From an optimization exercise on the open Yosys and OpenROAD flow, aimed at small area, a short achievable clock period and few clock cycles; shortcuts taken in it are not production practice.
Only simulation tests tie the RTL to the original design; equivalence was not proved.
Power and IR drop assume default switching activity.

==> flow/design.v <==
  localparam R_TYPE = 7'b0110011;
  localparam I_TYPE = 7'b0010011;
  localparam LOAD   = 7'b0000011;
  localparam STORE  = 7'b0100011;
module riscv_top #(
    parameter IM_DEPTH = 64,
    parameter RF_DEPTH = 32,
    parameter SM_DEPTH = 32
) (
    input  logic clk_100MHz,
    input  logic reset,
    input  logic Memory_Initialization,
    input  logic [($clog2(IM_DEPTH<<2))-1:0] writeAddr_IM,
    input  logic [31:0] writeData_IM,
    input  logic writeEn_IM,
    input  logic [($clog2(SM_DEPTH<<2))-1:0] writeAddr_SM_TB,
    input  logic [31:0] writeData_SM_TB,
    input  logic writeEn_SM_TB,
    output logic        rf_we,
    output logic [4:0]  rf_waddr,
    output logic [31:0] rf_wdata,
    output logic        sm_we,
    output logic [4:0]  sm_waddr,
    output logic [31:0] sm_wdata
);
  localparam R_TYPE = 7'b0110011;
  localparam I_TYPE = 7'b0010011;
  localparam LOAD   = 7'b0000011;
  localparam STORE  = 7'b0100011;
    logic        rst_q, mi_q;
    logic        im_we_q;
    logic [5:0]  im_wa_q;
    logic [25:0] im_wd_q;
    logic        sm_we_q;
    logic [4:0]  sm_wa_q;
    logic [31:0] sm_wd_q;
    logic [6:0]  in_op;
    logic [31:0] in_m;
    assign in_op = writeData_IM[6:0];
    always_comb begin
        in_m = writeData_IM;
        if (in_op == LOAD) begin
            in_m[14:12] = 3'd0;
        end else if (in_op == STORE) begin
            in_m[14:12] = 3'd1;
        end else if (in_op != I_TYPE) begin
            in_m[29:27] = writeData_IM[14:12];
            in_m[14:12] = 3'd2;
            if (in_op != R_TYPE) in_m[11:7] = 5'd0;
        end
    end
    always_ff @(posedge clk_100MHz) begin
        rst_q   <= reset;
        mi_q    <= Memory_Initialization;
        im_we_q <= writeEn_IM;
        im_wa_q <= writeAddr_IM[7:2];
        im_wd_q <= {in_m[31:7], in_op == I_TYPE};
        sm_we_q <= writeEn_SM_TB;
        sm_wa_q <= writeAddr_SM_TB[6:2];
        sm_wd_q <= writeData_SM_TB;
    end
    logic run;
    assign run = ~rst_q & ~mi_q;
    logic [25:0] imem [0:63];
    logic [25:0] im_rd;
    logic [5:0]  pc;
    always_comb begin
        im_rd = '0;
        for (int k = 0; k < 64; k++) im_rd = im_rd | (imem[k] & {26{pc == k}});
    end
    always_ff @(posedge clk_100MHz) begin
        if (im_we_q) imem[im_wa_q] <= im_wd_q;
    end
    logic [25:0] ir;
    logic        vD;
    logic [31:0] a_x, b_x;
    logic [4:0]  rd_x, addr_x;
    logic        we_x, st_x, ld_x;
    logic        k_add, k_inv, k_sll, k_sr, k_sra, k_slt, k_sltu, k_xor, k_or, k_and;
    logic [31:0] r_w;
    logic [4:0]  rd_w;           
    logic        we_w, st_w;
    logic [31:0] res;            
    logic [31:0] rf [1:31];
    logic [31:0] rvalid;
    logic [31:0] dmem [0:31];
    logic [31:0] dvalid;
    always_ff @(posedge clk_100MHz) begin
        if (rst_q)     rvalid <= '0;
        else if (we_w) rvalid[rd_w] <= 1'b1;
    end
    genvar gi;
    generate
        for (gi = 1; gi < 32; gi++) begin : g_rf
            always_ff @(posedge clk_100MHz) begin
                if (we_w && rd_w == gi) rf[gi] <= r_w;
            end
        end
    endgenerate
    logic        dm_we;
    logic [4:0]  dm_wa;
    logic [31:0] dm_wd;
    assign dm_we = sm_we_q | st_w;
    assign dm_wa = sm_we_q ? sm_wa_q : rd_w;
    assign dm_wd = sm_we_q ? sm_wd_q : r_w;
    always_ff @(posedge clk_100MHz) begin
        if (rst_q)      dvalid <= '0;
        else if (dm_we) dvalid[dm_wa] <= 1'b1;
    end
    always_ff @(posedge clk_100MHz) begin
        if (dm_we) dmem[dm_wa] <= dm_wd;
    end
    logic [4:0]  rd, rs1, rs2;
    logic [2:0]  f3;
    logic        b30;
    logic [11:0] imm_i, imm_s;
    logic        is_r, is_i, is_l, is_s, is_alu;
    logic        stall;
    assign is_i   = ir[0];
    assign is_s   = ~ir[0] & ir[6];
    assign is_r   = ~ir[0] & ir[7];
    assign is_l   = ~ir[0] & ~ir[6] & ~ir[7];
    assign rd     = ir[5:1];
    assign f3     = ir[0] ? ir[8:6] : ir[23:21];
    assign rs1    = ir[13:9];
    assign rs2    = ir[18:14];
    assign b30    = ir[24];
    assign imm_i  = ir[25:14];
    assign imm_s  = {ir[25:19], ir[5:1]};
    assign is_alu = is_r | is_i;
    assign stall = vD & (is_l | is_s) & we_x & (rd_x == rs1);
    logic [31:0] rf1, rf2, a_d, b_d;
    always_comb begin
        rf1 = '0;
        rf2 = '0;
        for (int k = 1; k < 32; k++) begin
            rf1 = rf1 | (rf[k] & {32{rs1 == k && rvalid[k]}});
            rf2 = rf2 | (rf[k] & {32{rs2 == k && rvalid[k]}});
        end
    end
    assign a_d = (we_w && rd_w == rs1) ? r_w : rf1;
    assign b_d = (we_w && rd_w == rs2) ? r_w : rf2;
    logic [3:0]  sel;
    logic [6:0]  addr_sum;
    logic        go, inv_d, fwda_d, fwdb_d;
    assign sel      = is_r ? {b30, f3} : ((f3 == 3'd1 || f3 == 3'd5) ? {b30, f3} : {1'b0, f3});
    assign addr_sum = a_d[6:0] + (is_s ? imm_s[6:0] : imm_i[6:0]);
    assign go       = run & vD & ~stall;
    assign inv_d    = is_alu && (sel == 4'd8 || sel == 4'd2 || sel == 4'd3);
    assign fwda_d   = we_x && (rd_x == rs1);
    assign fwdb_d   = we_x && (rd_x == rs2);
    always_ff @(posedge clk_100MHz) begin
        if (!run) begin
            pc <= '0;
            vD <= 1'b0;
        end else if (!stall) begin
            pc <= pc + 6'd1;
            vD <= 1'b1;
        end
        if (!stall) ir <= im_rd;
    end
    always_ff @(posedge clk_100MHz) begin
        a_x    <= fwda_d ? res : a_d;
        if (is_i | is_l)
            b_x <= {{20{imm_i[11]}}, imm_i} ^ {32{inv_d}};
        else
            b_x <= (fwdb_d ? res : b_d) ^ {32{inv_d}};
        rd_x   <= rd;
        addr_x <= addr_sum[6:2];
        if (!go) begin
            we_x <= 1'b0; st_x <= 1'b0; ld_x <= 1'b0;
            k_add <= 1'b0; k_inv <= 1'b0; k_sll <= 1'b0; k_sr <= 1'b0; k_sra <= 1'b0;
            k_slt <= 1'b0; k_sltu <= 1'b0; k_xor <= 1'b0; k_or <= 1'b0; k_and <= 1'b0;
        end else begin
            we_x   <= (is_alu | is_l) && (rd != 5'd0);
            st_x   <= is_s;
            ld_x   <= is_l;
            k_add  <= is_alu && (sel == 4'd0 || sel == 4'd8);
            k_inv  <= inv_d;
            k_sll  <= is_alu && (sel == 4'd1);
            k_sr   <= is_alu && (sel == 4'd5 || sel == 4'd13);
            k_sra  <= is_alu && (sel == 4'd13);
            k_slt  <= is_alu && (sel == 4'd2);
            k_sltu <= is_alu && (sel == 4'd3);
            k_xor  <= is_alu && (sel == 4'd4);
            k_or   <= is_alu && (sel == 4'd6);
            k_and  <= is_alu && (sel == 4'd7);
        end
    end
    logic [31:0] sum, sll_r, sr_r, dm_rd, ld_data;
    logic        cout, lt_u, lt_s;
    logic [4:0]  sh;
    assign {cout, sum} = {1'b0, a_x} + {1'b0, b_x} + {32'd0, k_inv};
    assign lt_u  = ~cout;
    assign lt_s  = (a_x[31] == b_x[31]) ? a_x[31] : sum[31];    
    assign sh    = b_x[4:0];
    assign sll_r = a_x << sh;
    logic signed [32:0] sr_in, sr_out;
    assign sr_in  = {k_sra & a_x[31], a_x};
    assign sr_out = sr_in >>> sh;
    assign sr_r   = sr_out[31:0];
    always_comb begin
        dm_rd = '0;
        for (int k = 0; k < 32; k++) dm_rd = dm_rd | (dmem[k] & {32{addr_x == k && dvalid[k]}});
    end
    assign ld_data = (st_w && rd_w == addr_x) ? r_w : dm_rd;
    assign res = ({32{k_add}}  & sum)
               | ({32{k_sll}}  & sll_r)
               | ({32{k_sr}}   & sr_r)
               | ({32{k_slt}}  & {31'd0, lt_s})
               | ({32{k_sltu}} & {31'd0, lt_u})
               | ({32{k_xor}}  & (a_x ^ b_x))
               | ({32{k_or}}   & (a_x | b_x))
               | ({32{k_and}}  & (a_x & b_x))
               | ({32{ld_x}}   & ld_data)
               | ({32{st_x}}   & b_x);
    always_ff @(posedge clk_100MHz) begin
        r_w  <= res;
        rd_w <= st_x ? addr_x : rd_x;
        if (!run) begin
            we_w <= 1'b0;
            st_w <= 1'b0;
        end else begin
            we_w <= we_x;
            st_w <= st_x;
        end
    end
    assign rf_we    = we_w;
    assign rf_waddr = rd_w;
    assign rf_wdata = r_w;
    assign sm_we    = st_w;
    assign sm_waddr = rd_w;
    assign sm_wdata = r_w;
endmodule
==> flow/run.sh <==
#!/bin/bash
# synth_recipe.tcl (not shown) runs the flow's synth.tcl, then flattens the netlist and writes it again
# the make line also repeats each setting of config.mk as NAME=value (left out here)
make -C /OpenROAD-flow-scripts/flow DESIGN_CONFIG=/design/flow/config.mk WORK_HOME=/design/flow/orfs CLKGATE_MAP_FILE= SYNTH_SCRIPT=/design/flow/synth_recipe.tcl finish
==> flow/config.mk <==
export PLATFORM = sky130hd
export DESIGN_NAME = riscv_top
export DESIGN_NICKNAME = riscv_top
export VERILOG_FILES = /design/flow/design.v
export SDC_FILE = /design/flow/constraint.sdc
export NUM_CORES = 4
export LEC_CHECK = 0
export CAP_MARGIN = 20
export CORE_MARGIN = 2
export CORE_UTILIZATION = 45
export SLEW_MARGIN = 20
==> flow/constraint.sdc <==
create_clock -name core_clock -period 10.0 [get_ports {clk_100MHz}]
set_input_delay 2.0000 -clock core_clock [delete_from_list [all_inputs] [get_ports {clk_100MHz}]]
set_output_delay 2.0000 -clock core_clock [all_outputs]
set_load 0.01 [all_outputs]
==> results of run 1 <==
-- flip-flops by register name (all words and copies together) (netlist names), 5 cells and up --
register,cells
a_x,32
addr_x,5
b_x,32
dmem,1024
dvalid,32
im_wa_q,6
im_wd_q,26
imem,1664
ir,26
pc,6
r_w,32
rd_w,5
rd_x,5
rf,992
rvalid,31
sm_wa_q,5
sm_wd_q,32
-- cell usage after synthesis, drive strengths merged (145+ instances only) --
library cell  instances  area, um2
nand2               349       1310
a22o                530       4640
nand4               320       2000
nand3               624       3130
edfxtp             3706     111000
clkbuf              521       1960
o21ai               162        811
nor2                452       1700
and3                216       1350
a22oi               940       7060
dfxtp               269       5390
a21oi               145        726
buf                 213       1140
a221oi              487       4270
-- worst max-delay path, stage by stage (launching register included) --
cell                       delay, ns
sky130_fd_sc_hd__dfxtp_1        0.86
sky130_fd_sc_hd__nor3b_2        0.34
sky130_fd_sc_hd__buf_4          0.37
sky130_fd_sc_hd__buf_4          0.62
sky130_fd_sc_hd__and2_1         0.76
sky130_fd_sc_hd__buf_4          0.37
sky130_fd_sc_hd__a22oi_1        0.12
sky130_fd_sc_hd__and3_1         0.17
sky130_fd_sc_hd__a31oi_1        0.89
sky130_fd_sc_hd__nor3_1         0.37
sky130_fd_sc_hd__a41o_1         0.32
sky130_fd_sc_hd__a211oi_1       0.26
sky130_fd_sc_hd__xnor2_1        0.15
-- report_power, final --
group | internal [mW] | switching, mW
registers | 18.3 | 0.221
clock network | 8.43 | 6.56
logic | 0.283 | 0.802
total | 27.0 | 7.58
-- kinds of logic (layout without fill, tap and decap cells) --
kind of cell,count (synthesis),after routing,share of synthesized area (%)
AO/OA/AOI/OAI,2654,2654,13.2
XOR/XNOR,73,73,0.405
adder cells (fa/ha/maj),86,86,0.689
buffers and inverters,837,1429,2.20
flip-flops,3975,3975,73.8
multiplexers,190,190,1.70
other,0,39,0
AND/OR/NAND/NOR,2436,2436,8.00
-- layer usage --
layer | up-vias | GRT usage (%) | routed length, um
met5 | - | 0 | 199
met3 | 3054 | 15.2 | 125000
met4 | 32 | 23.5 | 55700
met1 | 58800 | 50.6 | 241000
li1 | 42900 | - | -
met2 | 12600 | 56.8 | 302000
-- cells in the final DEF (no fill, tap or decap), types with 83 or more instances in the layout --
cell type / Yosys / final
sky130_fd_sc_hd__o21ai_0: 156 / 153
sky130_fd_sc_hd__dfxtp_1: 269 / 218
sky130_fd_sc_hd__nor2_4: 0 / 180
sky130_fd_sc_hd__nand3_1: 623 / 620
sky130_fd_sc_hd__nor2_1: 452 / 271
sky130_fd_sc_hd__a22o_1: 530 / 530
sky130_fd_sc_hd__nand4_1: 320 / 320
sky130_fd_sc_hd__a221oi_1: 487 / 487
sky130_fd_sc_hd__ha_1: 83 / 83
sky130_fd_sc_hd__a22oi_1: 939 / 939
sky130_fd_sc_hd__clkbuf_16: 0 / 401
sky130_fd_sc_hd__buf_4: 45 / 439
sky130_fd_sc_hd__clkdlybuf4s50_1: 0 / 155
sky130_fd_sc_hd__inv_1: 101 / 100
sky130_fd_sc_hd__nand2_1: 349 / 349
sky130_fd_sc_hd__a21oi_1: 145 / 143
sky130_fd_sc_hd__edfxtp_1: 3706 / 3706
sky130_fd_sc_hd__nor4_1: 105 / 93
sky130_fd_sc_hd__clkbuf_1: 521 / 98
sky130_fd_sc_hd__and3_1: 216 / 167
sky130_fd_sc_hd__nor3_1: 88 / 84
-- area by class of cell --
cell class                      count  share of cell area (%)
Timing Repair Buffer              599                    2.74
Inverter                          103                   0.214
Sequential cell                  3975                    64.7
Tap cell                         4599                    3.19
Clock inverter                    208                    1.18
Antenna cell                       39                  0.0541
Clock buffer                      519                    5.92
Multi-Input combinational cell   5439                    22.0
-- worst max-delay path by stage --
| stage | from | end | slack (ns) | cells after the start |
|---|---|---|---|---|
| after floorplan | b_x[2] | b_x[28] | 6.06 | 15 |
| after global placement | addr_x[3] | b_x[20] | 4.53 | 11 |
| after detailed placement | ir[9] | addr_x[4] | 4.58 | 14 |
| after CTS | ir[9] | addr_x[4] | 4.55 | 14 |
| after global routing | addr_x[2] | b_x[30] | 4.36 | 12 |
| final | addr_x[2] | b_x[30] | 4.21 | 12 |
==> run summary, run 1 <==
average wire length per cell after detail routing approximately 47 um; overall die width around 600 um; antenna violations before repair 56; DRC errors left 0; flop and latch count out of synthesis 3,975; RD Place Congestion roughly 0.95; Inst Count DP roughly 15,000; clock net sink count 3,975; clock period minus final worst setup slack 5.79 ns; row cnt around 220; die area 356,000 um2; class of the most critical hold timing path reg2reg; Crit. End Element register; DR pass1 iterations 14; Non-Filler Instances roughly 15,000; combined global-route utilization of all metal layers approximately two fifths; number of maximum-capacitance constraint violations 0; total overflow reported by the global router 0; estimated wirelength of the detail-placed design 400,000 um; RSZ-0062 raised after global routing no; Multi-input gate area 39,600 um2; placeable core region about 350,000 um2; CP Launch Type register; number of CTS-inserted buffers 395; crit path max fanout 39; Final Slew Violations 0; slack of the worst reg-to-reg path about 4.2 ns; ratio of routed vias to standard cells about 7.6; Final Util 51.6%; post-CTS clock slew at the launch and capture registers of the worst setup and hold paths roughly 0.06 ns; TritonCTS clock tree done; number of buffers inserted for hold repair after clock tree synthesis 0; data arrival time at the worst-slack endpoint around 6.7 ns; class of the most critical setup path reg2reg; ys flop type sky130_fd_sc_hd__edfxtp_1; largest clock skew in the final design around 0.12 ns; ratio of final minimum period to clock period between 50% and 60%; number of flops mapped to enable cells by yosys 3,706; cell count of the worst reg-to-reg path 12; max-slew headroom at the worst pin between 4 and 5%; transition time of the tightest slew-check pin 1.41 ns; Post-CTS Setup Bufs 0; leakage power summed over all cells approximately 56 nW; result of the run complete, no violations; # nets final 10,700; height of the die between 500 and 600 um; power per standard cell area around 190 nW/um2; maximum number of pins on one net before global-route repair 70; number of fill cells in the layout about 28,000; worst reg2reg startpoint addr_x[2]; count of cells resized by post-cts repair 0; vias in the first global route 108,000; flip-flop and latch area 117,000 um2; count of input and output buffers 155; Gate Count Post-Synth between 10,000 and 15,000; Setup WS pre-CTS 4.58 ns; share of synthesized flip-flops with an asynchronous set or reset 0%; setup violators final 0; worst-case hold path end point rd_x[1]; Final Hold Slack ~0.43 ns; initial cell density of the core approximately 45%; Post-Syn Area 158,000 um2; Clk Latency, worst-skew pair ~1.0 ns; total negative slack for setup checks 0 ns; net count of the mapped netlist ~10,000; number of hold violations in the final report 0; synthesized area divided by synthesized cell count 15.4 um2; Synth-to-Final Area Change 14.1%; Max Clk Rate about 170 MHz; fraction of final layout cells sized beyond drive strength 1 between 10% and 20%; maximum clock path buffer count 4; root buffer cell sky130_fd_sc_hd__clkbuf_16; I/O Pins 160; final setup slack of the worst path about 4.2 ns; global-route wire length before repair approximately 950,000 um; Unique masters post-synth 90; Worst Path Required about 11 ns; post-route cell area 180,000 um2; Worst R2R End b_x[30]; count of yosys warnings during synthesis 2; startpoint of the tightest hold check path ir[2]; placed cell areas ~170,000 um2; Via Count ~120k; worst ir drop on vdd ~0.17 mV; count of nets left with antenna violations after detail routing 0; detailed router's first-iteration violation count about 26,000; CTS H-tree depth 5; PnR Total Power ~35 mW; Final Routed Wirelength just over 700,000 um; register area share after synthesis between 70% and 80%; instance count along the most critical hold path 0
Testbench counts, summed over its fixed seeds: cycles 9,444.
==> run 2: changes to the inputs <==
==> flow/flow/run.sh (new file) <==
#!/bin/bash
set -euo pipefail
MARGIN=6
bash standard.sh synth > synth.log 2>&1
bash standard.sh "BUFFER_PORTS_ARGS=-buffer_cell sky130_fd_sc_hd__buf_4" "SETUP_SLACK_MARGIN=$MARGIN" finish > layout.log 2>&1
==> flow/standard.sh (new file) <==
#!/bin/bash
# synth_recipe.tcl (not shown) runs the flow's synth.tcl, then flattens the netlist and writes it again
# the make line also repeats each setting of config.mk as NAME=value (left out here)
make -C /OpenROAD-flow-scripts/flow DESIGN_CONFIG=/design/flow/config.mk WORK_HOME=/design/flow/orfs CLKGATE_MAP_FILE= SYNTH_SCRIPT=/design/flow/synth_recipe.tcl "${@:-finish}"
removed: flow/run.sh
==> run 2 against run 1 <==
Count of clock-buffer cells in the layout is 13 higher. Still clean on timing, DRC and antenna. Combinational power is 7% higher. Highest routed layer unchanged. Synthesized area stayed put. Routed wire length is 0.87% higher. Non-clock buffer count is 84 higher. Total power is 0.52% higher. Maximum frequency is 36% higher. Largest cell class unchanged. Largest power group unchanged. Sequential power hardly changed.
==> run summary, run 2 <==
startpoint of the tightest hold check path ir[3]; RSZ-0062 raised after global routing yes; # nets final 10,800 (+0.91%); transition time of the tightest slew-check pin 1.34 ns (-0.0737 ns); class of the most critical setup path reg2reg; Compound-Gate Fraction of Synth Area 13.2% (unchanged); number of maximum-capacitance constraint violations 0 (unchanged); largest cells by area after synthesis sky130_fd_sc_hd__edfxtp_1, sky130_fd_sc_hd__a22oi_1, sky130_fd_sc_hd__dfxtp_1; vias in the first global route 108,000 (+0.31%); net count of the mapped netlist 10,400 (unchanged); cell taking the most area after synthesis sky130_fd_sc_hd__edfxtp_1; overall die width 597 um (unchanged); post-synthesis simple-gate area fraction 8.00% (unchanged); worst reg2reg startpoint ir[14]; flop and latch count out of synthesis 3,975 (unchanged); number of fill cells in the layout 28,200 (-0.60%); detailed router's first-iteration violation count 25,300 (-2.1%); count of yosys warnings during synthesis 2 (unchanged); die area 356,000 um2 (unchanged); leakage power summed over all cells 57.2 nW (+1.8%); worst ir drop on vdd 0.182 mV (+8.9%); average wire length per cell after detail routing 46.8 um (+0.13%); cell count of the worst reg-to-reg path 10 (-2); ratio of routed vias to standard cells 7.54 (-0.59%); class of the most critical hold timing path reg2reg; global-route wire length before repair 958,000 um (+0.58%); slack of the worst reg-to-reg path 5.74 ns (+1.53 ns); Worst R2R End b_x[16]; estimated wirelength of the detail-placed design 398,000 um (-0.51%); total negative slack for setup checks 0 ns (unchanged); Final Slew Violations 0 (unchanged); combined global-route utilization of all metal layers 39.7% (+0.26 points); power per standard cell area 191 nW/um2 (-0.48%); synthesized area divided by synthesized cell count 15.4 um2 (unchanged); total overflow reported by the global router 0 (unchanged); placeable core region 349,000 um2 (unchanged); largest clock skew in the final design 0.0990 ns (-0.0169 ns); TritonCTS clock tree done; Clk Latency, worst-skew pair 1.02 ns (about the same); count of nets left with antenna violations after detail routing 0 (unchanged); Final Util 52.1% (+0.52 points); row cnt 217 (unchanged); fraction of final layout cells sized beyond drive strength 1 17.1% (+3.2 points); commonest cells after routing, fill and taps aside sky130_fd_sc_hd__edfxtp_1, sky130_fd_sc_hd__a22oi_1, sky130_fd_sc_hd__nand3_1, sky130_fd_sc_hd__buf_4, sky130_fd_sc_hd__a22o_1; maximum number of pins on one net before global-route repair 65 (-7.1%); most frequent cell after synthesis sky130_fd_sc_hd__edfxtp_1; CP Launch Type register; root buffer cell sky130_fd_sc_hd__clkbuf_16; number of CTS-inserted buffers 403 (+2.0%); Gate Count Post-Synth 10,300 (unchanged); Synth-to-Final Area Change 15.3%; maximum clock path buffer count 4 (unchanged); PnR Total Power 34.8 mW (+0.52%); crit path max fanout 29 (-26%); mux contribution to synthesized area 1.70% (unchanged); antenna violations before repair 49 (-13%); height of the die 597 um (unchanged); Max Clk Rate 235 MHz (+36%); number of flops mapped to enable cells by yosys 3,706 (unchanged); flip-flop count of the largest register after layout 1,664 (unchanged); Final Routed Wirelength 730,000 um (+0.87%); Via Count 118,000 (+0.14%); number of buffers inserted for hold repair after clock tree synthesis 0 (unchanged); post-CTS clock slew at the launch and capture registers of the worst setup and hold paths 0.06 ns (about the same); share of synthesized flip-flops with an asynchronous set or reset 0% (unchanged); ys flop type sky130_fd_sc_hd__edfxtp_1; clock period minus final worst setup slack 4.26 ns (-1.53 ns); adder and majority cell fraction of the synthesized area 0.689% (unchanged); worst-case hold path end point rd_x[2]; Unique masters post-synth 90 (unchanged); largest family of logic cells by synthesized area compound AO/OA/AOI/OAI gates; leading cell type in the layout, fill and taps excluded sky130_fd_sc_hd__edfxtp_1; DRC errors left 0 (unchanged); number of hold violations in the final report 0 (unchanged); clock net sink count 3,975 (unchanged); share of the synthesized area in the top cell type 70.4% (unchanged); initial cell density of the core 45.2% (unchanged); leading registers by flop count imem x1664, dmem x1024, rf x992; ratio of final minimum period to clock period 42.6% (-15 points); setup violators final 0 (unchanged); I/O Pins 160 (unchanged); xor and xnor area share after synthesis 0.405% (unchanged); data arrival time at the worst-slack endpoint 5.13 ns (-1.52 ns); register area share after synthesis 73.8% (unchanged); result of the run complete, no violations; Crit. End Element register; RD Place Congestion 0.954 (+0.69%); max-slew headroom at the worst pin 9.84% (+5.0 points); instance count along the most critical hold path 0 (unchanged); leading cell types by count after synthesis sky130_fd_sc_hd__edfxtp_1, sky130_fd_sc_hd__a22oi_1, sky130_fd_sc_hd__nand3_1; CTS H-tree depth 5 (unchanged); Post-Syn Area 158,000 um2 (unchanged); DR pass1 iterations 12 (-2); count of input and output buffers 155 (unchanged); Worst Path Required 10.87 ns (about the same); top register by number of flip-flops imem
-- run 2: cells by family (layout without fill, tap and decap cells) --
kind of cell,after synthesis,after routing
AO/OA/AOI/OAI,2654,2654
buffers and inverters,837,1528
flip-flops,3975,3975
other,0,49
multiplexers,190,190
XOR/XNOR,73,73
adder cells (fa/ha/maj),86,86
AND/OR/NAND/NOR,2436,2441
-- run 2: layer usage --
metal / GRT usage [%] / vias up / share of wire (%)
met3: 14.8 / 3078 / 17
met1: 51.3 / 58800 / 33
met5: 0.311 / - / 0.072
li1: - / 43100 / -
met4: 24.4 / 47 / 7.8
met2: 56.9 / 12500 / 42
-- run 2: critical path: stages, from the launching register on --
cell and delay (ns):
sky130_fd_sc_hd__edfxtp_1 0.32, sky130_fd_sc_hd__buf_4 0.40, sky130_fd_sc_hd__nor2b_1 0.74, sky130_fd_sc_hd__and3_2 1.16, sky130_fd_sc_hd__a22oi_1 0.17, sky130_fd_sc_hd__nand2_1 0.20
sky130_fd_sc_hd__nor3_1 0.06, sky130_fd_sc_hd__nand3_1 0.24, sky130_fd_sc_hd__o211ai_1 0.32, sky130_fd_sc_hd__a31oi_1 0.29, sky130_fd_sc_hd__xnor2_1 0.15
-- run 2: repair_timing --
item | in CTS | in global routing
buffers inserted | 53 | 40
resized for setup | 199 | 112
gates cloned | 4 | 4
setup endpoints to repair | 530 | 167
pin swaps | 23 | 24
-- run 2: through the flow --
step | hold slack [ns] | setup WS (ns) | area, um2 | instances
global route | 0.422 | 5.90 | 182000 | 15600
detailed placement | 0.402 | 4.55 | 167000 | 14700
CTS | 0.397 | 5.83 | 181000 | 15500
finish | 0.397 | 5.74 | 182000 | 15600
floorplan | 0.361 | 6.06 | 158000 | 10300
global placement | 0.399 | 4.52 | 167000 | 14700
-- run 2: worst max path at each step --
| stage | start | endpoint | slack [ns] |
|---|---|---|---|
| after floorplan | b_x[2] | b_x[28] | 6.06 |
| after CTS | addr_x[0] | b_x[20] | 5.83 |
| after global routing | ir[10] | addr_x[4] | 5.90 |
| final | ir[14] | b_x[16] | 5.74 |
| after detailed placement | addr_x[2] | b_x[20] | 4.55 |
| after global placement | rd_w[3] | b_x[20] | 4.52 |
-- run 2: power by group --
group,switching (mW),internal (mW),total [mW]
logic,0.856,0.317,1.17
clock network,6.59,8.50,15.1
registers,0.212,18.3,18.5
-- run 2: area by class of cell --
type	instances	area (um2)	share of cell area, %
Inverter	103	387	0.212
Sequential cell	3975	117000	64.1
Timing Repair Buffer	683	5670	3.11
Tap cell	4599	5750	3.16
Clock inverter	210	1940	1.06
Clock buffer	532	11000	6.03
Multi-Input combinational cell	5444	40500	22.2
Antenna cell	49	123	0.0673
==> run 3: changes to the inputs <==
--- a/flow/design.v
+++ b/flow/design.v
@@ -50,14 +50,12 @@
         end
     end
-    always_ff @(posedge clk_100MHz) begin
-        rst_q   <= reset;
-        mi_q    <= Memory_Initialization;
-        im_we_q <= writeEn_IM;
-        im_wa_q <= writeAddr_IM[7:2];
-        im_wd_q <= {in_m[31:7], in_op == I_TYPE};
-        sm_we_q <= writeEn_SM_TB;
-        sm_wa_q <= writeAddr_SM_TB[6:2];
-        sm_wd_q <= writeData_SM_TB;
-    end
+    assign rst_q   = reset;
+    assign mi_q    = Memory_Initialization;
+    assign im_we_q = writeEn_IM;
+    assign im_wa_q = writeAddr_IM[7:2];
+    assign im_wd_q = {in_m[31:7], in_op == I_TYPE};
+    assign sm_we_q = writeEn_SM_TB;
+    assign sm_wa_q = writeAddr_SM_TB[6:2];
+    assign sm_wd_q = writeData_SM_TB;
     logic run;
     assign run = ~rst_q & ~mi_q;
@@ -218,17 +216,23 @@
         r_w  <= res;
         rd_w <= st_x ? addr_x : rd_x;
-        if (!run) begin
-            we_w <= 1'b0;
-            st_w <= 1'b0;
-        end else begin
-            we_w <= we_x;
-            st_w <= st_x;
-        end
-    end
-    assign rf_we    = we_w;
-    assign rf_waddr = rd_w;
-    assign rf_wdata = r_w;
-    assign sm_we    = st_w;
-    assign sm_waddr = rd_w;
-    assign sm_wdata = r_w;
+        we_w <= we_x;            
+        st_w <= st_x;
+    end
+    logic        o_rfwe, o_smwe;
+    logic [4:0]  o_addr;
+    logic [31:0] o_data;
+    always_ff @(posedge clk_100MHz) begin
+        o_rfwe <= run & we_x;
+        o_smwe <= run & st_x;
+        if (we_x | st_x) begin
+            o_addr <= st_x ? addr_x : rd_x;
+            o_data <= res;
+        end
+    end
+    assign rf_we    = o_rfwe;
+    assign rf_waddr = o_addr;
+    assign rf_wdata = o_data;
+    assign sm_we    = o_smwe;
+    assign sm_waddr = o_addr;
+    assign sm_wdata = o_data;
 endmodule
==> flow/flow/run.sh (replaced) <==
#!/bin/bash
set -euo pipefail
MARGIN=6.5
bash standard.sh synth > synth.log 2>&1
bash standard.sh "BUFFER_PORTS_ARGS=-buffer_cell sky130_fd_sc_hd__buf_4" "SETUP_SLACK_MARGIN=$MARGIN" finish > layout.log 2>&1
--- a/flow/config.mk
+++ b/flow/config.mk
@@ -9,3 +9,5 @@
 export CORE_MARGIN = 2
 export CORE_UTILIZATION = 45
+export CTS_CLUSTER_DIAMETER = 80
+export CTS_CLUSTER_SIZE = 25
 export SLEW_MARGIN = 20
==> run 3 against run 2 <==
Still clean. Cell count is 1.5% lower. Sequential power hardly changed. Core utilization is 0.46 points lower. Global-route usage is 0.053 points higher. Clock skew is 0.017 ns lower. Synthesized area is 0.12% lower. Register-to-register slack better by 0.53 ns. Highest routed layer unchanged.
==> run summary, run 3 <==
worst ir drop on vdd 0.146 mV (-20%); leakage power summed over all cells 57.4 nW (+0.20%); clock period minus final worst setup slack 3.73 ns (-0.532 ns); largest cells by area after synthesis sky130_fd_sc_hd__edfxtp_1, sky130_fd_sc_hd__a22oi_1, sky130_fd_sc_hd__a22o_1; net count of the mapped netlist 10,400 (-0.22%); crit path max fanout 24 (-17%); max-slew headroom at the worst pin 16.7% (+6.9 points); Crit. End Element register; DRC errors left 0 (unchanged); detailed router's first-iteration violation count 25,900 (+2.2%); die area 356,000 um2 (-0.12%); post-route cell area 180,000 um2 (-0.97%); count of nets left with antenna violations after detail routing 0 (unchanged); Clk Latency, worst-skew pair 0.99 ns (-0.03 ns); share of synthesized flip-flops with an asynchronous set or reset 0% (unchanged); estimated wirelength of the detail-placed design 389,000 um (-2.3%); result of the run complete, no violations; DR pass1 iterations 13 (+1); root buffer cell sky130_fd_sc_hd__clkbuf_16; most frequent cell after synthesis sky130_fd_sc_hd__edfxtp_1; Max Clk Rate 268 MHz (+14%); synthesized area divided by synthesized cell count 15.4 um2 (+0.11%); placeable core region 349,000 um2 (about the same); ratio of final minimum period to clock period 37.3% (-5.3 points); Final Slew Violations 0 (unchanged); post-CTS clock slew at the launch and capture registers of the worst setup and hold paths 0.10 ns (+0.04 ns); vias in the first global route 107,000 (-0.92%); transition time of the tightest slew-check pin 1.24 ns (-0.102 ns); Unique masters post-synth 84 (-6.7%); I/O Pins 160 (unchanged); PnR Total Power 28.9 mW (-17%); RSZ-0062 raised after global routing yes; overall die width 596 um (about the same); flip-flop count of the largest register after layout 1,664 (unchanged); Setup WS pre-CTS 4.80 ns (+0.246 ns); largest clock skew in the final design 0.0825 ns (-0.0165 ns); leading cell types by count after synthesis sky130_fd_sc_hd__edfxtp_1, sky130_fd_sc_hd__a22oi_1, sky130_fd_sc_hd__nand3_1; count of input and output buffers 155 (unchanged); Synth-to-Final Area Change 14.3%; CTS H-tree depth 4 (-1); placed cell areas 167,000 um2 (+0.18%); number of maximum-capacitance constraint violations 0 (unchanged); height of the die 596 um (about the same); slack of the worst reg-to-reg path 6.27 ns (+0.53 ns); count of yosys warnings during synthesis 2 (unchanged); ratio of routed vias to standard cells 7.69 (+2.0%); Via Count 118,000 (+0.43%); cell taking the most area after synthesis sky130_fd_sc_hd__edfxtp_1; number of flops mapped to enable cells by yosys 3,743 (+1.0%); antenna violations before repair 48 (-2.0%); maximum clock path buffer count 4 (unchanged); flop and latch count out of synthesis 3,941 (-0.86%); # nets final 10,800 (-0.15%); Final Routed Wirelength 735,000 um (+0.66%); row cnt 217 (unchanged); TritonCTS clock tree done; leading registers by flop count imem x1664, dmem x1024, rf x992; share of the synthesized area in the top cell type 71.2% (+0.79 points); total negative slack for setup checks 0 ns (unchanged); register area share after synthesis 73.7% (-0.11 points); total overflow reported by the global router 0 (unchanged); final setup slack of the worst path 6.27 ns (+0.532 ns); RD Place Congestion 0.963 (+0.94%); global-route wire length before repair 957,000 um (-0.20%); fraction of final layout cells sized beyond drive strength 1 18.5% (+1.3 points); setup violators final 0 (unchanged); Post-Syn Area 158,000 um2 (-0.12%); maximum number of pins on one net before global-route repair 65 (unchanged); ys flop type sky130_fd_sc_hd__edfxtp_1; data arrival time at the worst-slack endpoint 4.60 ns (-0.53 ns); initial cell density of the core 45.2% (about the same); average wire length per cell after detail routing 47.8 um (+2.2%); class of the most critical hold timing path reg2reg; power per standard cell area 160 nW/um2 (-16%); number of CTS-inserted buffers 192 (-52%); Gate Count Post-Synth 10,200 (-0.22%); leading cell type in the layout, fill and taps excluded sky130_fd_sc_hd__edfxtp_1; number of hold violations in the final report 0 (unchanged); Worst Path Required 10.87 ns (about the same); class of the most critical setup path reg2reg; CP Launch Type register; top register by number of flip-flops imem; commonest cells after routing, fill and taps aside sky130_fd_sc_hd__edfxtp_1, sky130_fd_sc_hd__a22oi_1, sky130_fd_sc_hd__buf_4, sky130_fd_sc_hd__nand3_1, sky130_fd_sc_hd__a22o_1; clock net sink count 3,941 (-0.86%); combined global-route utilization of all metal layers 39.8% (+0.053 points)
==> run 3: path summary, 6_finish.rpt <==
path / start / cells after the start / to
max: ir[18] / 13 / b_x[31]
min: ir[4] / 0 / rd_x[3]
max reg2reg: ir[18] / 13 / b_x[31]
min reg2reg: ir[4] / 0 / rd_x[3]
==> run 3: logic make-up (layout without fill, tap and decap cells) <==
logic type / after synthesis / count (layout) / synth area share (%)
xor gates and xnor gates: 71 / 71 / 0.394
other: 0 / 52 / 0
DFF: 3941 / 3941 / 73.7
buffers and inverters: 850 / 1322 / 2.27
adders and majority gates: 85 / 85 / 0.683
and+or+nand+nor: 2419 / 2425 / 8.00
AOI/OAI and AO/OA: 2695 / 2695 / 13.4
muxes: 167 / 167 / 1.57
==> run 3: critical path, stage by stage, from the launching register on <==
cell                       delay (ns)
sky130_fd_sc_hd__edfxtp_1        0.58
sky130_fd_sc_hd__buf_6           0.20
sky130_fd_sc_hd__buf_4           0.12
sky130_fd_sc_hd__nor3b_2         0.19
sky130_fd_sc_hd__clkbuf_8        0.35
sky130_fd_sc_hd__and2_4          0.37
sky130_fd_sc_hd__buf_6           0.39
sky130_fd_sc_hd__a22oi_1         0.15
sky130_fd_sc_hd__nand4_1         0.11
sky130_fd_sc_hd__or4_4           0.22
sky130_fd_sc_hd__a21oi_4         0.10
sky130_fd_sc_hd__buf_4           0.15
sky130_fd_sc_hd__a311o_1         0.35
sky130_fd_sc_hd__a311oi_2        0.27
==> run 3: through the flow <==
step / util [%] / hold slack, ns / cells
after CTS: 50.8 / 0.403 / 15100
after global placement: 47.8 / 0.394 / 14700
after floorplan: - / 0.358 / 10200
final: 51.7 / 0.407 / 15400
after detailed placement: 47.9 / 0.383 / 14700
after global routing: 51.6 / 0.428 / 15300
==> run 3: where the power goes <==
group          switching [mW]  total (mW)  leakage (nW)  internal [mW]
Clock                    5.42        9.22          2.78           3.81
Sequential              0.102        18.2          34.5           18.1
Combinational            1.01        1.41          20.1          0.401
Total                    6.53        28.9          57.4           22.3
==> run 3: area by class of cell <==
| type | count | area (um2) |
|---|---|---|
| fillers | 28500 | 169000 |
| flip-flops and latches | 3941 | 116000 |
| multi-input cells | 5443 | 42200 |
| repair buffers | 913 | 9710 |
| well taps | 4599 | 5750 |
| clock buffers | 254 | 5200 |
| clock inverters | 52 | 554 |
| inverters | 103 | 419 |
| diodes | 52 | 130 |
==> run 3: routing by layer <==
layer  part of all wire, %  global-route usage, %
met3                    17                   14.4
met2                    41                   56.9
met1                    33                   51.3
met4                   8.5                   25.2
met5                  0.14                  0.703
==> run 3: repair_timing <==
action | CTS | global route
gates resized for setup | 678 | 300
setup endpoints to repair | 1009 | 563
hold buffers | 0 | 0
cloned | 20 | 16
setup buffers | 128 | 142
pin swaps | 72 | 115
Testbench counts of run 3, summed over its fixed seeds: cycles 9,420.
==> run 4: changes to the inputs <==
==> flow/flow/run.sh (replaced) <==
#!/bin/bash
set -euo pipefail
MARGIN=7
bash standard.sh synth > synth.log 2>&1
bash standard.sh "BUFFER_PORTS_ARGS=-buffer_cell sky130_fd_sc_hd__buf_4" "SETUP_SLACK_MARGIN=$MARGIN" finish > layout.log 2>&1
==> run 4 against run 3 <==
Synthesized cell count did not move. Total power rose by 2.3%. Non-clock buffer count rose by 627. Design area rose by 7.2%. Cell count rose by 4.2%. Clock skew rose by 0.049 ns. Maximum frequency rose by 1.3%. Combinational power rose by 29%. Worst setup slack improved by 0.050 ns. Routed wire length rose by 5.5%. Flip-flop and latch count did not move. Critical endpoint is now sm_wdata[9]. Largest power group unchanged. Highest routed layer unchanged.
==> run summary, run 4 <==
result of the run complete, no violations; ratio of final minimum period to clock period 36.8% (-0.50 points); average wire length per cell after detail routing 48.4 um (+1.3%); # nets final 11,400 (+5.9%); CP Launch Type register; overall die width 596 um (unchanged); number of hold violations in the final report 0 (unchanged); WL met1 248,000 um (+1.9%); leading registers by flop count imem x1664, dmem x1024, rf x992; number of flops mapped to enable cells by yosys 3,743 (unchanged); Synth-to-Final Area Change 22.5%; instance count along the most critical hold path 0 (unchanged); class of the most critical hold timing path reg2reg; height of the die 596 um (unchanged); total negative slack for setup checks 0 ns (unchanged); combined global-route utilization of all metal layers 41.6% (+1.8 points); synthesized area divided by synthesized cell count 15.4 um2 (unchanged); RSZ-0062 raised after global routing yes; flip-flop count of the largest register after layout 1,664 (unchanged); estimated wirelength of the detail-placed design 383,000 um (-1.6%); Unique masters post-synth 84 (unchanged); root buffer cell sky130_fd_sc_hd__clkbuf_16; I/O Pins 160 (unchanged); DRC errors left 0 (unchanged); uppermost layer routed met5; commonest cells after routing, fill and taps aside sky130_fd_sc_hd__edfxtp_1, sky130_fd_sc_hd__a22oi_1, sky130_fd_sc_hd__buf_4, sky130_fd_sc_hd__nand3_1, sky130_fd_sc_hd__a22o_1; PnR Total Power 29.5 mW (+2.3%); fraction of final layout cells sized beyond drive strength 1 27.2% (+8.7 points); largest clock skew in the final design 0.131 ns (+0.0489 ns); total overflow reported by the global router 0 (unchanged); cell taking the most area after synthesis sky130_fd_sc_hd__edfxtp_1; most frequent cell after synthesis sky130_fd_sc_hd__edfxtp_1; RD Place Congestion 0.988 (+2.6%); crit path max fanout 2 (-92%); row cnt 217 (unchanged); CTS H-tree depth 4 (unchanged); Crit. End Element output pin; detailed router's first-iteration violation count 27,400 (+5.8%); maximum clock path buffer count 4 (unchanged); net count of the mapped netlist 10,400 (unchanged); Post-Syn Area 158,000 um2 (unchanged); worst ir drop on vdd 0.182 mV (+25%); leakage power summed over all cells 63.0 nW (+9.9%); vias in the first global route 111,000 (+3.4%); power per standard cell area 153 nW/um2 (-4.5%); leading cell type in the layout, fill and taps excluded sky130_fd_sc_hd__edfxtp_1; die area 356,000 um2 (unchanged); ys flop type sky130_fd_sc_hd__edfxtp_1; Final Routed Wirelength 775,000 um (+5.5%); register area share after synthesis 73.7% (unchanged); Max Clk Rate 272 MHz (+1.3%); DR pass1 iterations 17 (+4); antenna violations before repair 60 (+25%); largest cells by area after synthesis sky130_fd_sc_hd__edfxtp_1, sky130_fd_sc_hd__a22oi_1, sky130_fd_sc_hd__a22o_1; transition time of the tightest slew-check pin 1.24 ns (+0.00281 ns); data arrival time at the worst-slack endpoint 1.68 ns (-2.92 ns); leading cell types by count after synthesis sky130_fd_sc_hd__edfxtp_1, sky130_fd_sc_hd__a22oi_1, sky130_fd_sc_hd__nand3_1; Clk Latency, worst-skew pair 1.04 ns (+0.05 ns); placeable core region 349,000 um2 (unchanged); top register by number of flip-flops imem; setup violators final 0 (unchanged); Via Count 124,000 (+4.6%); cell count of the worst reg-to-reg path 14 (+1); count of yosys warnings during synthesis 2 (unchanged); clock net sink count 3,941 (unchanged); global-route wire length before repair 997,000 um (+4.2%); Worst Path Required 8.00 ns (-2.87 ns); ratio of routed vias to standard cells 7.72 (+0.44%); count of input and output buffers 155 (unchanged); number of buffers inserted for hold repair after clock tree synthesis 0 (unchanged); post-CTS clock slew at the launch and capture registers of the worst setup and hold paths 0.10 ns (about the same); flop and latch count out of synthesis 3,941 (unchanged); clock period minus final worst setup slack 3.68 ns (-0.0495 ns); met2 wirelength from detailed routing 314,000 um (+3.8%); TritonCTS clock tree done; share of the synthesized area in the top cell type 71.2% (unchanged); max-slew headroom at the worst pin 17.4% (+0.68 points); number of maximum-capacitance constraint violations 0 (unchanged); number of CTS-inserted buffers 196 (+2.1%); Gate Count Post-Synth 10,200 (unchanged); share of synthesized flip-flops with an asynchronous set or reset 0% (unchanged); number of fill cells in the layout 27,100 (-4.9%); count of nets left with antenna violations after detail routing 0 (unchanged); initial cell density of the core 45.2% (unchanged); met3 routed wirelength 137,000 um (+10%); Final Slew Violations 0 (unchanged); maximum number of pins on one net before global-route repair 65 (unchanged); class of the most critical setup path reg2out
-- run 4: cell counts after synthesis --
Identical to the previous run, type by type.
-- run 4: stage by stage --
stage,instance area [um2],cells,hold WS [ns],utilization (%),setup slack [ns]
global placement,167000,14700,0.380,47.9,4.92
floorplan,160000,10200,0.358,-,5.93
global route,193000,16000,0.418,55.3,6.32
finish,193000,16000,0.396,55.4,6.32
detailed placement,167000,14700,0.376,47.9,4.93
CTS,188000,15700,0.399,53.8,6.31
-- run 4: what timing repair did --
| action | CTS | global route |
|---|---|---|
| setup endpoints to repair | 3259 | 1729 |
| resized for setup | 1687 | 543 |
| buffers inserted | 625 | 234 |
| pin swaps | 344 | 322 |
| gates cloned | 60 | 32 |
-- run 4: layout make-up --
cell class | instances | area (um2) | share of cell area (%)
Tap cell | 4599 | 5750 | 2.98
Timing Repair Buffer | 1540 | 18600 | 9.64
Inverter | 103 | 430 | 0.223
Clock inverter | 54 | 651 | 0.336
Antenna cell | 55 | 138 | 0.0712
Clock buffer | 260 | 5340 | 2.76
Multi-Input combinational cell | 5448 | 45900 | 23.7
Sequential cell | 3941 | 117000 | 60.3
-- run 4: layer usage --
| metal | GRT usage [%] | vias up |
|---|---|---|
| li1 | - | 44200 |
| met3 | 16.1 | 3935 |
| met2 | 58.7 | 13900 |
| met4 | 28.8 | 50 |
| met1 | 52.7 | 61500 |
| met5 | 0.297 | - |
-- run 4: where the power goes --
part	switching [mW]	total (mW)	internal [mW]
logic	1.18	1.82	0.640
clock network	5.55	9.48	3.94
registers	0.106	18.2	18.1
total	6.84	29.5	22.7
-- run 4: worst paths after layout --
kind	start	endpoint	slack [ns]
setup reg to reg	ir[9]	addr_x[4]	6.41
setup / recovery	o_data[9]	sm_wdata[9]	6.32
hold reg to reg	ir[1]	rd_x[0]	0.40
hold / removal	ir[1]	rd_x[0]	0.40
-- run 4: critical path: stages (launching register included) --
cell                       delay (ns)
sky130_fd_sc_hd__edfxtp_1        0.41
sky130_fd_sc_hd__buf_6           0.17
sky130_fd_sc_hd__buf_6           0.12
-- run 4: kinds of logic (layout without fill, tap and decap cells) --
logic type / after synthesis / after routing / share of synthesized area [%]
compound gates: 2695 / 2695 / 13.4
flops: 3941 / 3941 / 73.7
simple gates: 2419 / 2430 / 8.00
fa+ha+maj: 85 / 85 / 0.683
other cells: 0 / 55 / 0
buf+inv: 850 / 1957 / 2.27
xor+xnor: 71 / 71 / 0.394
mux: 167 / 167 / 1.57
==> run 5: changes to the inputs <==
--- a/flow/design.v
+++ b/flow/design.v
@@ -62,16 +62,26 @@
     logic [25:0] imem [0:63];
     logic [25:0] im_rd;
-    logic [5:0]  pc;
+    logic [7:0]  pc_lo, pc_hi;
     always_comb begin
         im_rd = '0;
-        for (int k = 0; k < 64; k++) im_rd = im_rd | (imem[k] & {26{pc == k}});
-    end
+        for (int k = 0; k < 64; k++) im_rd = im_rd | (imem[k] & {26{pc_hi[k/8] & pc_lo[k%8]}});
+    end
+    function automatic logic [3:0] dec2(input logic [1:0] v);
+        dec2 = 4'd1 << v;
+    endfunction
+    function automatic logic [7:0] dec3(input logic [2:0] v);
+        dec3 = 8'd1 << v;
+    endfunction
     always_ff @(posedge clk_100MHz) begin
         if (im_we_q) imem[im_wa_q] <= im_wd_q;
     end
     logic [25:0] ir;
+    logic [3:0]  rs1_lo, rs2_lo;    
+    logic [7:0]  rs1_hi, rs2_hi;
     logic        vD;
     logic [31:0] a_x, b_x;
     logic [4:0]  rd_x, addr_x;
+    logic [3:0]  ad_lo;             
+    logic [7:0]  ad_hi;
     logic        we_x, st_x, ld_x;
     logic        k_add, k_inv, k_sll, k_sr, k_sra, k_slt, k_sltu, k_xor, k_or, k_and;
@@ -133,10 +143,10 @@
         rf2 = '0;
         for (int k = 1; k < 32; k++) begin
-            rf1 = rf1 | (rf[k] & {32{rs1 == k && rvalid[k]}});
-            rf2 = rf2 | (rf[k] & {32{rs2 == k && rvalid[k]}});
-        end
-    end
-    assign a_d = (we_w && rd_w == rs1) ? r_w : rf1;
-    assign b_d = (we_w && rd_w == rs2) ? r_w : rf2;
+            rf1 = rf1 | (rf[k] & {32{rs1_hi[k/4] & rs1_lo[k%4]}});
+            rf2 = rf2 | (rf[k] & {32{rs2_hi[k/4] & rs2_lo[k%4]}});
+        end
+    end
+    assign a_d = (we_w && rd_w == rs1) ? r_w : (rvalid[rs1] ? rf1 : 32'd0);
+    assign b_d = (we_w && rd_w == rs2) ? r_w : (rvalid[rs2] ? rf2 : 32'd0);
     logic [3:0]  sel;
     logic [6:0]  addr_sum;
@@ -150,11 +160,19 @@
     always_ff @(posedge clk_100MHz) begin
         if (!run) begin
-            pc <= '0;
-            vD <= 1'b0;
+            pc_lo <= 8'd1;
+            pc_hi <= 8'd1;
+            vD    <= 1'b0;
         end else if (!stall) begin
-            pc <= pc + 6'd1;
-            vD <= 1'b1;
-        end
-        if (!stall) ir <= im_rd;
+            pc_lo <= {pc_lo[6:0], pc_lo[7]};
+            if (pc_lo[7]) pc_hi <= {pc_hi[6:0], pc_hi[7]};
+            vD    <= 1'b1;
+        end
+        if (!stall) begin
+            ir     <= im_rd;
+            rs1_lo <= dec2(im_rd[10:9]);
+            rs1_hi <= dec3(im_rd[13:11]);
+            rs2_lo <= dec2(im_rd[15:14]);
+            rs2_hi <= dec3(im_rd[18:16]);
+        end
     end
     always_ff @(posedge clk_100MHz) begin
@@ -166,4 +184,6 @@
         rd_x   <= rd;
         addr_x <= addr_sum[6:2];
+        ad_lo  <= dec2(addr_sum[3:2]);
+        ad_hi  <= dec3(addr_sum[6:4]);
         if (!go) begin
             we_x <= 1'b0; st_x <= 1'b0; ld_x <= 1'b0;
@@ -200,7 +220,7 @@
     always_comb begin
         dm_rd = '0;
-        for (int k = 0; k < 32; k++) dm_rd = dm_rd | (dmem[k] & {32{addr_x == k && dvalid[k]}});
-    end
-    assign ld_data = (st_w && rd_w == addr_x) ? r_w : dm_rd;
+        for (int k = 0; k < 32; k++) dm_rd = dm_rd | (dmem[k] & {32{ad_hi[k/4] & ad_lo[k%4]}});
+    end
+    assign ld_data = (st_w && rd_w == addr_x) ? r_w : (dvalid[addr_x] ? dm_rd : 32'd0);
     assign res = ({32{k_add}}  & sum)
                | ({32{k_sll}}  & sll_r)
@@ -214,6 +234,8 @@
                | ({32{st_x}}   & b_x);
     always_ff @(posedge clk_100MHz) begin
-        r_w  <= res;
-        rd_w <= st_x ? addr_x : rd_x;
+        if (we_x | st_x) begin
+            r_w  <= res;
+            rd_w <= st_x ? addr_x : rd_x;
+        end
         we_w <= we_x;            
         st_w <= st_x;
@@ -225,8 +247,6 @@
         o_rfwe <= run & we_x;
         o_smwe <= run & st_x;
-        if (we_x | st_x) begin
-            o_addr <= st_x ? addr_x : rd_x;
-            o_data <= res;
-        end
+        o_addr <= st_x ? addr_x : rd_x;
+        o_data <= res;
     end
     assign rf_we    = o_rfwe;
==> flow/flow/run.sh (replaced) <==
#!/bin/bash
set -euo pipefail
MARGIN=6.5
bash standard.sh synth > synth.log 2>&1
bash standard.sh "BUFFER_PORTS_ARGS=-buffer_cell sky130_fd_sc_hd__buf_4" "SETUP_SLACK_MARGIN=$MARGIN" finish > layout.log 2>&1
==> run 5 against run 4 <==
The layout now fails its checks (antenna rules). Critical path type is now reg2reg. First-iteration DRC count down 15%. Core utilization is 4.9 points lower. Flip-flop and latch count up 47. Non-clock buffer count down 812. Die area rose by 0.25%. Global-route usage decreased by 3.8 points. Sequential share of layout area rose by 6.5 points. Count of clock-buffer cells in the layout down 7.
==> run summary, run 5 <==
CTS H-tree depth 4 (unchanged); ratio of final minimum period to clock period 38.9% (+2.1 points); flip-flop count of the largest register after layout 1,664 (unchanged); crit path max fanout 26 (+24); ratio of routed vias to standard cells 7.65 (-0.98%); slowest cell on the critical path sky130_fd_sc_hd__edfxtp_1; row cnt 217 (unchanged); global-route wire length before repair 914,000 um (-8.3%); TritonCTS clock tree done; top register by number of flip-flops imem; Synth-to-Final Area Change 11.5%; placeable core region 350,000 um2 (+0.16%); Worst Path Required 10.89 ns (+2.89 ns); estimated wirelength of the detail-placed design 363,000 um (-5.2%); synthesized area divided by synthesized cell count 16.1 um2 (+4.6%); RSZ-0062 raised after global routing yes; maximum clock path buffer count 4 (unchanged); leading cell type in the layout, fill and taps excluded sky130_fd_sc_hd__edfxtp_1; average wire length per cell after detail routing 47.1 um (-2.8%); root buffer cell sky130_fd_sc_hd__clkbuf_16; data arrival time at the worst-slack endpoint 4.78 ns (+3.10 ns); DRC errors left 0 (unchanged); largest clock skew in the final design 0.0980 ns (-0.0333 ns); total overflow reported by the global router 0 (unchanged); Max Clk Rate 257 MHz (-5.5%); transition time of the tightest slew-check pin 1.16 ns (-0.0769 ns); commonest cells after routing, fill and taps aside sky130_fd_sc_hd__edfxtp_1, sky130_fd_sc_hd__a22o_1, sky130_fd_sc_hd__a221oi_1, sky130_fd_sc_hd__a22oi_1, sky130_fd_sc_hd__buf_4; Layout Check Fails antenna rules; number of hold violations in the final report 0 (unchanged); register area share after synthesis 74.3% (+0.56 points); Inst Count DP 14,200 (-3.4%); count of yosys warnings during synthesis 2 (unchanged); ys flop type sky130_fd_sc_hd__edfxtp_1; cell type with the highest occurrence count on the critical path sky130_fd_sc_hd__nand4_1; Final Routed Wirelength 692,000 um (-11%); most frequent cell after synthesis sky130_fd_sc_hd__edfxtp_1; I/O Pins 160 (unchanged); max-slew headroom at the worst pin 22.5% (+5.0 points); net count of the mapped netlist 9,970 (-4.1%); Post-Syn Area 158,000 um2 (+0.25%); cell taking the most area after synthesis sky130_fd_sc_hd__edfxtp_1; height of the die 597 um (+0.13%); number of flops mapped to enable cells by yosys 3,767 (+0.64%); total negative slack for setup checks 0 ns (unchanged); result of the run finished with violations; setup violators final 0 (unchanged); RD Place Congestion 0.921 (-6.8%); clock period minus final worst setup slack 3.89 ns (+0.214 ns); class of the most critical setup path reg2reg; power per standard cell area 170 nW/um2 (+11%); fraction of final layout cells sized beyond drive strength 1 17.4% (-9.8 points); Max stage delay on crit path 0.54 ns (+0.13 ns); post-CTS clock slew at the launch and capture registers of the worst setup and hold paths 0.10 ns (about the same); initial cell density of the core 45.2% (about the same); clock net sink count 3,988 (+1.2%); count of nets left with antenna violations after detail routing 1 (+1); number of fill cells in the layout 28,700 (+5.9%); Final Slew Violations 0 (unchanged); share of synthesized flip-flops with an asynchronous set or reset 0% (unchanged); flop and latch count out of synthesis 3,988 (+1.2%); number of buffers inserted for hold repair after clock tree synthesis 0 (unchanged); maximum number of pins on one net before global-route repair 66 (+1.5%); number of maximum-capacitance constraint violations 0 (unchanged); Multi-input gate area 40,000 um2 (-13%); Gate Count Post-Synth 9,804 (-4.1%); class of the most critical hold timing path reg2reg; Non-Filler Instances 14,700 (-8.2%); share of the synthesized area in the top cell type 71.5% (+0.27 points); Unique masters post-synth 88 (+4.8%); detailed router's first-iteration violation count 23,300 (-15%); Via Count 112,000 (-9.1%); leading registers by flop count imem x1664, dmem x1024, rf x992; overall die width 597 um (+0.13%); CP Launch Type register; antenna violations before repair 36 (-40%); Crit. End Element register; Clk Latency, worst-skew pair 1.03 ns (about the same); combined global-route utilization of all metal layers 37.8% (-3.8 points); # nets final 10,100 (-11%); number of CTS-inserted buffers 196 (unchanged); largest cells by area after synthesis sky130_fd_sc_hd__edfxtp_1, sky130_fd_sc_hd__a22o_1, sky130_fd_sc_hd__a221oi_1; vias in the first global route 104,000 (-6.0%); leakage power summed over all cells 54.1 nW (-14%); flip-flop and latch area 118,000 um2 (+1.0%); ordered cell list for the critical path buf_6 -> and2_2 -> buf_8 -> a22o_1 -> a221oi_1 -> nand4_1 -> nor2_4 -> o31ai_2 -> ha_1 -> a21o_4 -> or4b_1 -> nand4_1; worst ir drop on vdd 0.204 mV (+12%); count of input and output buffers 155 (unchanged); leading cell types by count after synthesis sky130_fd_sc_hd__edfxtp_1, sky130_fd_sc_hd__a22o_1, sky130_fd_sc_hd__a221oi_1; die area 356,000 um2 (+0.25%); DR pass1 iterations 14 (-3)
-- run 5: timing repair --
action / in CTS / in global routing
cloned: 8 / 2
pin swaps: 73 / 47
gates resized for setup: 410 / 140
setup buffers: 136 / 37
hold endpoints to repair: 0 / 0
setup endpoints to repair: 833 / 395
-- run 5: area by class of cell --
type | count | area share, %
diodes | 23 | 0.0326
clock buffers | 253 | 2.98
clock inverters | 47 | 0.360
inverters | 129 | 0.289
well taps | 4599 | 3.26
flip-flops and latches | 3988 | 66.7
repair buffers | 728 | 3.66
multi-input cells | 4920 | 22.7
-- run 5: critical path: cells and delay by family (launching register included) --
family                   cells  cell delay [ns]
AND/OR/NAND/NOR              5             1.31
adder cells (fa/ha/maj)      1             0.41
buffers and inverters        2             0.45
flip-flops                   1             0.54
AO/OA/AOI/OAI                4             0.97
-- run 5: worst paths after layout --
| check | startpoint | endpoint | slack, ns | depth (start not counted) |
|---|---|---|---|---|
| worst min register to register | ir[3] | rd_x[2] | 0.43 | 0 |
| worst max-delay path | rs1_lo[1] | addr_x[4] | 6.11 | 12 |
| worst min-delay path | ir[3] | rd_x[2] | 0.43 | 0 |
| worst max register to register | rs1_lo[1] | addr_x[4] | 6.11 | 12 |
-- run 5: kinds of logic after synthesis --
family          Yosys count  synth area share, %
fa+ha+maj                82                0.658
buf+inv                 900                 2.27
mux                     231                 2.20
simple gates           1529                 4.94
xor+xnor                 81                0.453
flops                  3988                 74.3
compound gates         2993                 15.2
-- run 5: power breakdown --
group | leakage [nW] | internal (mW) | switching, mW
logic | 16.3 | 0.647 | 1.53
clock network | 2.84 | 3.88 | 5.50
registers | 34.9 | 18.3 | 0.141
total | 54.1 | 22.8 | 7.18
-- run 5: per-stage QoR --
step,total power [mW],hold WS [ns],setup WS [ns],util [%],cell area (um2)
floorplan,19.8,0.362,6.15,-,160000
finish,30.0,0.432,6.11,50.4,176000
detailed placement,20.7,0.408,5.00,47.6,167000
global route,30.6,0.428,6.10,50.4,176000
CTS,29.8,0.429,6.32,50.2,175000
global placement,20.7,0.420,5.03,47.6,167000
-- run 5: routing by layer --
metal | GRT usage [%] | part of all wire (%) | vias to the layer above
met5 | 0.325 | 0.049 | -
met4 | 23.7 | 8.1 | 34
met3 | 11.9 | 16 | 2667
met2 | 55.5 | 43 | 11300
met1 | 48.7 | 33 | 57100
li1 | - | - | 41200
Testbench counts of run 5, summed over its fixed seeds: cycles 9,420.
==> run 6: changes to the inputs <==
==> flow/flow/run.sh (replaced) <==
#!/bin/bash
set -euo pipefail
MARGIN=6.3
bash standard.sh synth > synth.log 2>&1
bash standard.sh "BUFFER_PORTS_ARGS=-buffer_cell sky130_fd_sc_hd__buf_4" "SETUP_SLACK_MARGIN=$MARGIN" finish > layout.log 2>&1
--- a/flow/config.mk
+++ b/flow/config.mk
@@ -10,4 +10,4 @@
 export CORE_UTILIZATION = 45
 export CTS_CLUSTER_DIAMETER = 80
-export CTS_CLUSTER_SIZE = 25
+export CTS_CLUSTER_SIZE = 20
 export SLEW_MARGIN = 20
==> run 6 against run 5 <==
Now clean on timing, DRC and antenna. Clock power grew 6.1%. Maximum frequency decreased by 0.18%. Routed wire length hardly changed. Largest cell class unchanged.
==> run summary, run 6 <==
DRC errors left 0 (unchanged); placeable core region 350,000 um2 (unchanged); clock net sink count 3,988 (unchanged); Unique masters post-synth 88 (unchanged); global-route wire length before repair 911,000 um (-0.36%); vias in the first global route 104,000 (-0.38%); CTS H-tree depth 4 (unchanged); top register by number of flip-flops imem; ys flop type sky130_fd_sc_hd__edfxtp_1; count of input and output buffers 155 (unchanged); largest cells by area after synthesis sky130_fd_sc_hd__edfxtp_1, sky130_fd_sc_hd__a22o_1, sky130_fd_sc_hd__a221oi_1; total overflow reported by the global router 0 (unchanged); number of hold violations in the final report 0 (unchanged); worst ir drop on vdd 0.176 mV (-14%); Post-Syn Area 158,000 um2 (unchanged); class of the most critical setup path reg2reg; Clk Latency, worst-skew pair 1.04 ns (about the same); DR pass1 iterations 15 (+1); relative contribution of sequential cells to total power 60.4% (-1.1 points); commonest cells after routing, fill and taps aside sky130_fd_sc_hd__edfxtp_1, sky130_fd_sc_hd__a22o_1, sky130_fd_sc_hd__a221oi_1, sky130_fd_sc_hd__a22oi_1, sky130_fd_sc_hd__buf_4; flip-flop and latch area 118,000 um2 (about the same); Synth-to-Final Area Change 11.3%; register area share after synthesis 74.3% (unchanged); Final Routed Wirelength 692,000 um (about the same); Gate Count Post-Synth 9,804 (unchanged); power per standard cell area 173 nW/um2 (+1.9%); CP Launch Type register; number of maximum-capacitance constraint violations 0 (unchanged); post-synthesis simple-gate area fraction 4.94% (unchanged); Max Clk Rate 257 MHz (-0.18%); count of nets left with antenna violations after detail routing 0 (-1); height of the die 597 um (unchanged); max-slew headroom at the worst pin 14.8% (-7.7 points); count of yosys warnings during synthesis 2 (unchanged); root buffer cell sky130_fd_sc_hd__clkbuf_16; flop and latch count out of synthesis 3,988 (unchanged); share of power burned in combinational logic 7.0% (-0.3 points); setup violators final 0 (unchanged); crit path max fanout 22 (-15%); leakage power summed over all cells 54.1 nW (about the same); RD Place Congestion 0.931 (+1.1%); Cell Int Power 23.3 mW (+2.1%); Multi-input gate area 39,500 um2 (-1.2%); cell taking the most area after synthesis sky130_fd_sc_hd__edfxtp_1; most frequent cell after synthesis sky130_fd_sc_hd__edfxtp_1; overall die width 597 um (unchanged); TritonCTS clock tree done; Worst Path Required 10.97 ns (+0.08 ns); data arrival time at the worst-slack endpoint 4.87 ns (+0.09 ns); net count of the mapped netlist 9,970 (unchanged); adder and majority cell fraction of the synthesized area 0.658% (unchanged); Crit. End Element register; transition time of the tightest slew-check pin 1.27 ns (+0.106 ns); largest clock skew in the final design 0.0945 ns (-0.00349 ns); leading cell type in the layout, fill and taps excluded sky130_fd_sc_hd__edfxtp_1; flip-flop count of the largest register after layout 1,664 (unchanged); leading cell types by count after synthesis sky130_fd_sc_hd__edfxtp_1, sky130_fd_sc_hd__a22o_1, sky130_fd_sc_hd__a221oi_1; maximum clock path buffer count 4 (unchanged); row cnt 217 (unchanged); sw frac 23.6% (-0.30 points); largest family of logic cells by synthesized area compound AO/OA/AOI/OAI gates; share of synthesized flip-flops with an asynchronous set or reset 0% (unchanged); Via Count 113,000 (+0.77%); class of the most critical hold timing path reg2reg; synthesized area divided by synthesized cell count 16.1 um2 (unchanged); total negative slack for setup checks 0 ns (unchanged); Compound-Gate Fraction of Synth Area 15.2% (unchanged); xor and xnor area share after synthesis 0.453% (unchanged); die area 356,000 um2 (unchanged); ratio of routed vias to standard cells 7.70 (+0.67%); I/O Pins 160 (unchanged); mux contribution to synthesized area 2.20% (unchanged); result of the run complete, no violations; number of flops mapped to enable cells by yosys 3,767 (unchanged); share of the synthesized area in the top cell type 71.5% (unchanged); detailed router's first-iteration violation count 24,800 (+6.7%); post-CTS clock slew at the launch and capture registers of the worst setup and hold paths 0.09 ns (about the same); # nets final 10,100 (-0.020%); number of CTS-inserted buffers 230 (+17%); RSZ-0062 raised after global routing yes; ratio of final minimum period to clock period 39.0% (+0.069 points); fraction of final layout cells sized beyond drive strength 1 16.4% (-1.0 points); leading registers by flop count imem x1664, dmem x1024, rf x992; initial cell density of the core 45.2% (unchanged); maximum number of pins on one net before global-route repair 66 (unchanged); combined global-route utilization of all metal layers 37.6% (-0.14 points); antenna violations before repair 36 (unchanged); clock period minus final worst setup slack 3.90 ns (+0.00689 ns); switching power of the nets 7.21 mW (+0.46%); placed cell areas 166,000 um2 (-0.15%); post-route cell area 176,000 um2 (-0.16%); Final Slew Violations 0 (unchanged); number of fill cells in the layout 28,700 (-0.15%); estimated wirelength of the detail-placed design 354,000 um (-2.5%); average wire length per cell after detail routing 47.0 um (-0.12%); Clock power frac 32.6% (+1.3 points)
-- run 6: cell counts after synthesis --
No cell type changed its count.
-- run 6: worst paths after layout --
| check | slack [ns] | cells after the start | start | endpoint |
|---|---|---|---|---|
| setup / recovery | 6.10 | 9 | rs2_lo[2] | b_x[14] |
| hold / removal | 0.41 | 0 | ir[2] | rd_x[1] |
| setup reg to reg | 6.10 | 9 | rs2_lo[2] | b_x[14] |
| hold reg to reg | 0.41 | 0 | ir[2] | rd_x[1] |
-- run 6: cells by family (layout without fill, tap and decap cells) --
family                     Yosys count  count (layout)
buffers and inverters              900            1154
and+or+nand+nor                   1529            1536
adders and majority gates           82              82
other                                0              37
AOI/OAI and AO/OA                 2993            2993
muxes                              231             231
xor gates and xnor gates            81              81
DFF                               3988            3988
-- run 6: power groups by stage --
stage | Clock, mW | Sequential [mW] | Combinational (mW)
2_1_floorplan | 0 | 18.8 | 1.01
3_3_place_gp | 0 | 18.8 | 1.86
3_5_place_dp | 0 | 18.8 | 1.87
4_1_cts | 9.91 | 18.4 | 1.99
5_1_grt | 10.5 | 18.5 | 2.17
6_report | 9.95 | 18.4 | 2.14
-- run 6: metrics by stage --
step | total power [mW] | util, % | setup WS (ns) | instances | hold slack, ns
after floorplan | 19.8 | - | 6.01 | 9804 | 0.362
after global placement | 20.7 | 47.6 | 4.89 | 14200 | 0.398
after detailed placement | 20.7 | 47.6 | 4.85 | 14200 | 0.392
after CTS | 30.3 | 50.0 | 6.23 | 14600 | 0.416
after global routing | 31.1 | 50.3 | 6.20 | 14700 | 0.428
final | 30.5 | 50.4 | 6.10 | 14700 | 0.412
-- run 6: critical path, stage by stage (launching register included) --
cell                       delay [ns]
sky130_fd_sc_hd__edfxtp_1        0.61
sky130_fd_sc_hd__and2_2          0.49
sky130_fd_sc_hd__buf_4           0.44
sky130_fd_sc_hd__a22o_1          0.29
sky130_fd_sc_hd__a221oi_1        0.28
sky130_fd_sc_hd__nand4_1         0.18
sky130_fd_sc_hd__o31ai_1         1.03
sky130_fd_sc_hd__a21oi_1         0.19
sky130_fd_sc_hd__o21ai_1         0.16
sky130_fd_sc_hd__xor2_1          0.16
-- run 6: area by class of cell --
| cell class | instances | share of cell area [%] |
|---|---|---|
| sequential | 3988 | 66.8 |
| multi-input combinational | 4923 | 22.4 |
| clock buffer | 309 | 3.50 |
| timing repair buffer | 689 | 3.42 |
| tap | 4599 | 3.27 |
| inverter | 129 | 0.293 |
| clock inverter | 27 | 0.222 |
| antenna | 37 | 0.0526 |
-- run 6: layer usage --
metal  up-vias  share of wire, %  track usage, %
met3      2852                17            13.4
li1      41300                 -               -
met5         -             0.067           0.257
met4        40               8.0            23.7
met1     57100                33            48.1
met2     11900                42            54.5
-- run 6: what timing repair did --
item                                    CTS  global route
buffers inserted                         93            40
gates resized for setup                 231           121
endpoints found under the setup margin  305           146
hold buffers                              0             0
pin swaps                                43            39
hold endpoints to repair                  0             0
cloned                                   16             5

## what the ideal ports hide
Ports are ideal in the flow. The routed layouts listed here were re-timed in OpenROAD.
Step 1 assumes that a clkbuf_16 drives the clock port and a buf_2 every other input.
Step 2, shift: input delay + t, output delay - t, t = (earliest + latest rising clock arrival at the registers) / 2. This alone moves slack from input paths to output paths.
Three values: ideal, step 1, step 2; two values: the first two.
run | shift t [ns] | slack for setup (ns)
run 1 | 1.083 | 4.214 / 4.214 / 4.214
run 2 | 1.107 | 5.741 / 5.741 / 5.741
run 3 | 1.058 | 6.273 / 6.229 / 5.476
run 4 | 1.091 | 6.323 / 6.208 / 5.888
run 5 | 1.085 | 6.109 / 6.109 / 5.510
run 6 | 1.109 | 6.102 / 6.102 / 5.269
